Source: an optimization exercise on an open RTL-to-GDS flow (aim: small area, a short achievable clock period and few clock cycles per item). Production flows keep margins and buffers that such runs may drop. Where RTL was checked, it was by simulation tests only, not by an equivalence proof against the original. No activity file was given, so power comes from the tool's default toggle rates.

v5:
Design rvv_div, start of the top module:
module rvv_div #(
  parameter int K   = 1,          
  parameter int ADD = 1           
) (
  input  logic         clk,
  input  logic         rst_n,
  input  logic         in_valid,
  input  logic [2:0]   in_rob_entry,
  input  logic [5:0]   in_funct6,
  input  logic [2:0]   in_funct3,
  input  logic [2:0]   in_eew,
  input  logic [127:0] in_vs1,
  input  logic [127:0] in_vs2,
  input  logic [31:0]  in_rs1,
  output logic         out_valid,
  output logic [2:0]   out_rob_entry,
  output logic [127:0] out_data,
  input  logic         out_ready
);
For scale: roughly 3600 cells after synthesis, roughly 490 flip-flops, roughly 0.032 mm^2 of cells after synthesis.
clock: 11.5 ns
lec_check: 0
cap_margin: 40
core_margin: 2
core_utilization: 45
slew_margin: 40
standard.sh (not shown) runs the stock make flow with config.mk's settings and CLKGATE_MAP_FILE= SYNTH_SCRIPT=/design/flow/synth_recipe.tcl, a recipe that flattens the netlist after the stock synthesis.
==> flow/flow/run.sh <==
#!/bin/bash
set -euo pipefail
bash standard.sh SETUP_SLACK_MARGIN=7.5 "BUFFER_PORTS_ARGS=-buffer_cell sky130_fd_sc_hd__buf_1" finish > standard.log 2>&1
v5: done, clean on timing, DRC and antenna
Testbench counts of v5, summed over its fixed seeds: cycles 693,362, uops 32,000.
The inputs of v16 differ from those of v5 as listed below.
==> flow/flow/run.sh <==
#!/bin/bash
set -euo pipefail
bash standard.sh SETUP_SLACK_MARGIN=7.9 "BUFFER_PORTS_ARGS=-buffer_cell sky130_fd_sc_hd__buf_1" finish > standard.log 2>&1
==> comparison <==
Diff v5 -> v16: power after layout picked up an extra about 2.1%; worst-path maximum fanout has decreased; portion of the clock cycle consumed by the worst path in the final layout went down 2.6 points; routed metal-1 wirelength rose 750 um.
Critical path depth on v16 is down relative to v5.
Going from v5 to v16, final cell area excluding filler cells grows by 720 um^2.
Between v16 and v5, it is v16 whose met1 capacity usage during global routing is higher, by 1.3 points.
Setup WNS v5 -> v16: better
#### Input delta (v18 over v16)
Settings: CORE_UTILIZATION: 45 -> 60.
- v18 finished end to end and its layout was clean on timing, DRC and antenna.
- Comparing v18 and v16, effective utilization at floorplan is lower on v16.
- Per the comparison of v18 with v16, net switching fraction of the power increased 0.43 points; average detailed-routed wire length per instance saw an increase; shortest clock period the worst path allows after layout moved up; wire length on met1 lost about 8%; share of power burned in registers rose 0.4 points.
- Cell-internal power in v18 is about 0.8% higher than in v16
- Going from v16 to v18, the highest net fanout along the worst path was found to have gone down by 29.

========
## run A
rvv_div, a different RTL version from the one above (not shown whole).
Size in the first run: about 450 flip-flops, roughly 32,000 um2 of cells after synthesis.
==> flow/config.mk <==
export PLATFORM = sky130hd
export DESIGN_NAME = rvv_div
export DESIGN_NICKNAME = rvv_div
export VERILOG_FILES = /design/flow/design.v
export SDC_FILE = /design/flow/constraint.sdc
export NUM_CORES = 8
export LEC_CHECK = 0
export CAP_MARGIN = 40
export CORE_MARGIN = 2
export CORE_UTILIZATION = 45
export SLEW_MARGIN = 40
==> flow/constraint.sdc <==
create_clock -name core_clock -period 11.5 [get_ports {clk}]
set_input_delay 2.3000 -clock core_clock [delete_from_list [all_inputs] [get_ports {clk}]]
set_output_delay 2.3000 -clock core_clock [all_outputs]
set_load 0.01 [all_outputs]
==> flow/flow/run.sh <==
#!/bin/bash
set -euo pipefail
bash standard.sh SETUP_SLACK_MARGIN=7.9 finish > standard.log 2>&1
Testbench counts of run A, summed over its fixed seeds: cycles 693,362, uops 32,000.
## Diff of input files: run B against run A
==> flow/flow/run.sh <==
#!/bin/bash
set -euo pipefail
bash standard.sh SETUP_SLACK_MARGIN=7.9 "BUFFER_PORTS_ARGS=-buffer_cell sky130_fd_sc_hd__buf_1" finish > standard.log 2>&1
==> notes.md <==
Compared with run A, run B shows a total via count in the routed design that is 137 lower. On run B: number of global-route vias before repair is 2.0% lower than what run A gave. Run B: number of violations reported at the end of detailed-routing iteration 0 higher than run A. Looking at clock period minus worst slack, run B sits above run A. Cell count: run B and run A compared, lower one is run B.

========
Another version of the RTL of rvv_div (not shown whole).
For scale: roughly 490 flip-flops, ~440 I/O pins, roughly 31,000 sq um of cells after synthesis.
==> flow/config.mk <==
export PLATFORM = sky130hd
export DESIGN_NAME = rvv_div
export DESIGN_NICKNAME = rvv_div
export VERILOG_FILES = /design/flow/design.v
export SDC_FILE = /design/flow/constraint.sdc
export NUM_CORES = 8
export LEC_CHECK = 0
export CAP_MARGIN = 30
export CORE_MARGIN = 2
export CORE_UTILIZATION = 55
export CTS_CLUSTER_DIAMETER = 80
export CTS_CLUSTER_SIZE = 20
export SLEW_MARGIN = 30
==> flow/constraint.sdc <==
create_clock -name core_clock -period 11.5 [get_ports {clk}]
set_input_delay 2.3000 -clock core_clock [delete_from_list [all_inputs] [get_ports {clk}]]
set_output_delay 2.3000 -clock core_clock [all_outputs]
set_load 0.01 [all_outputs]
==> flow/flow/run.sh <==
#!/bin/bash
set -euo pipefail
bash standard.sh SETUP_SLACK_MARGIN=7.9 "BUFFER_PORTS_ARGS=-buffer_cell sky130_fd_sc_hd__buf_1" finish > standard.log 2>&1
Testbench counts at the start, summed over its fixed seeds: cycles 693,362, uops 32,000.
Rerun with:
Settings changed: CAP_MARGIN 30 to 40, CORE_UTILIZATION 55 to 45, PLACE_DENSITY set to 0.75, SLEW_MARGIN 30 to 40.
Via count goes down slightly.
Total power goes down slightly.
Final area goes down slightly.
Utilization goes down by 12 points.
Synthesized area stays the same.
Rerun with:
Settings changed: PLACE_DENSITY 0.75 to not set.
Non-clock buffer count grows by 12.
Clock-buffer cell count grows by 1.
Routed wire length grows by 1.7%.

========
Setup of maple:
rvv_div, a different RTL version from the one above (not shown whole).
Size: about 3700 cells after synthesis, about 490 flip-flops, about 440 I/O pins, ~32000 µm² of cells after synthesis.
==> flow/config.mk <==
export PLATFORM = sky130hd
export DESIGN_NAME = rvv_div
export DESIGN_NICKNAME = rvv_div
export VERILOG_FILES = /design/flow/design.v
export SDC_FILE = /design/flow/constraint.sdc
export NUM_CORES = 8
export LEC_CHECK = 0
export CAP_MARGIN = 40
export CORE_MARGIN = 2
export CORE_UTILIZATION = 45
export CTS_CLUSTER_DIAMETER = 80
export CTS_CLUSTER_SIZE = 20
export SLEW_MARGIN = 40
==> flow/constraint.sdc <==
create_clock -name core_clock -period 11.5 [get_ports {clk}]
set_input_delay 2.3000 -clock core_clock [delete_from_list [all_inputs] [get_ports {clk}]]
set_output_delay 2.3000 -clock core_clock [all_outputs]
set_load 0.01 [all_outputs]
==> flow/flow/run.sh <==
#!/bin/bash
set -euo pipefail
bash standard.sh SETUP_SLACK_MARGIN=8.05 "BUFFER_PORTS_ARGS=-buffer_cell sky130_fd_sc_hd__buf_1" finish > standard.log 2>&1
maple reached the final stage; the timing, design-rule and antenna checks on its layout passed.
The following lists how tundra was set up differently from maple:
==> flow/flow/run.sh <==
#!/bin/bash
set -euo pipefail
bash standard.sh SETUP_SLACK_MARGIN=7.75 "BUFFER_PORTS_ARGS=-buffer_cell sky130_fd_sc_hd__buf_1" finish > standard.log 2>&1
Findings:
- Going from maple to tundra, the combinational cell power was found to have gone down by about 13%.
- Taking maple as the reference, in tundra number of gates on the worst path with buffers counted higher, finished layout cell area lower, via count lower, layout overhead on the synthesized area lower, routability congestion estimate lower.
Modified inputs, xenon compared to tundra
# tundra
export LEC_CHECK = 0
export CAP_MARGIN = 40
export CORE_MARGIN = 2
export CORE_UTILIZATION = 45
export CTS_CLUSTER_DIAMETER = 80
export CTS_CLUSTER_SIZE = 20
export SLEW_MARGIN = 40
create_clock -name core_clock -period 11.5 [get_ports {clk}]
# xenon
export LEC_CHECK = 0
export ABC_AREA = 1
export CAP_MARGIN = 40
export CORE_MARGIN = 2
export CORE_UTILIZATION = 45
export SLEW_MARGIN = 40
create_clock -name core_clock -period 11.5 [get_ports {clk}]
==> flow/flow/run.sh <==
#!/bin/bash
set -euo pipefail
bash standard.sh SETUP_SLACK_MARGIN=7.9 "BUFFER_PORTS_ARGS=-buffer_cell sky130_fd_sc_hd__buf_1" finish > standard.log 2>&1
Findings:
- Summary: internal power, xenon worse than tundra
- tundra → xenon: hold slack rose 0.013 ns, worst setup skew after layout fell 0.024 ns.
- The final reports for xenon and tundra show slew of the pin with the lowest slew margin lower in the former.
- What tundra reported for clock-buffer cell count has to be multiplied by 1.8 to get the figure for xenon.
- STATUS number of DRC markers in iteration 0: xenon loses against tundra
- The pin count of the biggest net entering global routing of xenon falls short of that of tundra by 11%.
- Compared with tundra, xenon shows met1 layer wirelength in the final routing that has gone down slightly.
- xenon | stages: all done | timing, DRC, antenna: all pass
Function was not checked in any run of this note: the RTL went through the layout flow alone.

[separate check: timing with driven ports]
Ports are ideal in the flow. The routed layouts listed here were re-timed in OpenROAD. Step 1 sets driving cells, clkbuf_16 on the clock port and buf_2 on the other inputs (assumed; they add their load-dependent delay and slew). Step 2 times the ports against the registers' clock, not the clock port: input delays grow and output delays shrink by t, the midpoint of the rising clock arrivals with the driver on. Slacks: ideal / step 1 / step 2; pairs: ideal / step 1.
| run | shift t [ns] | slack for setup (ns) | worst setup path at the end | slew at the worst register clock pin (ns) | worst data-port slew with drivers (ns) |
|---|---|---|---|---|---|
| v5 | 0.693 | 7.584 / 7.630 / 6.937 | input to register | 0.07 / 0.07 | 0.14 |
| v16 | 0.695 | 7.888 / 7.843 / 7.237 | input to register | 0.07 / 0.07 | 0.16 |
| v18 | 0.686 | 7.870 / 7.804 / 7.237 | input to register | 0.07 / 0.07 | 0.11 |
| run A | 0.685 | 7.651 / 7.587 / 6.902 | input to register | 0.07 / 0.07 | 0.22 |
| run B | 0.684 | 7.559 / 7.585 / 6.901 | input to register | 0.07 / 0.07 | 0.17 |
| the first run of note 3 | 0.646 | 7.825 / 7.830 / 7.184 | input to register | 0.09 / 0.09 | 0.11 |
| the second run of note 3 | 0.641 | 7.890 / 7.739 / 7.099 | input to register | 0.09 / 0.09 | 0.20 |
| the third run of note 3 | 0.653 | 7.912 / 7.786 / 7.133 | input to register | 0.09 / 0.09 | 0.19 |
| maple | 0.655 | 7.808 / 7.737 / 7.229 | input to register | 0.09 / 0.09 | 0.18 |
| tundra | 0.653 | 7.784 / 7.783 / 7.163 | input to register | 0.10 / 0.10 | 0.12 |
| xenon | 0.692 | 7.777 / 7.800 / 7.121 | input to register | 0.06 / 0.06 | 0.16 |
After both steps every run listed still meets setup and hold. For the second run of note 3, which loses most, drivers alone change the setup slack by -0.151 ns; drivers and shift together by -0.791 ns.
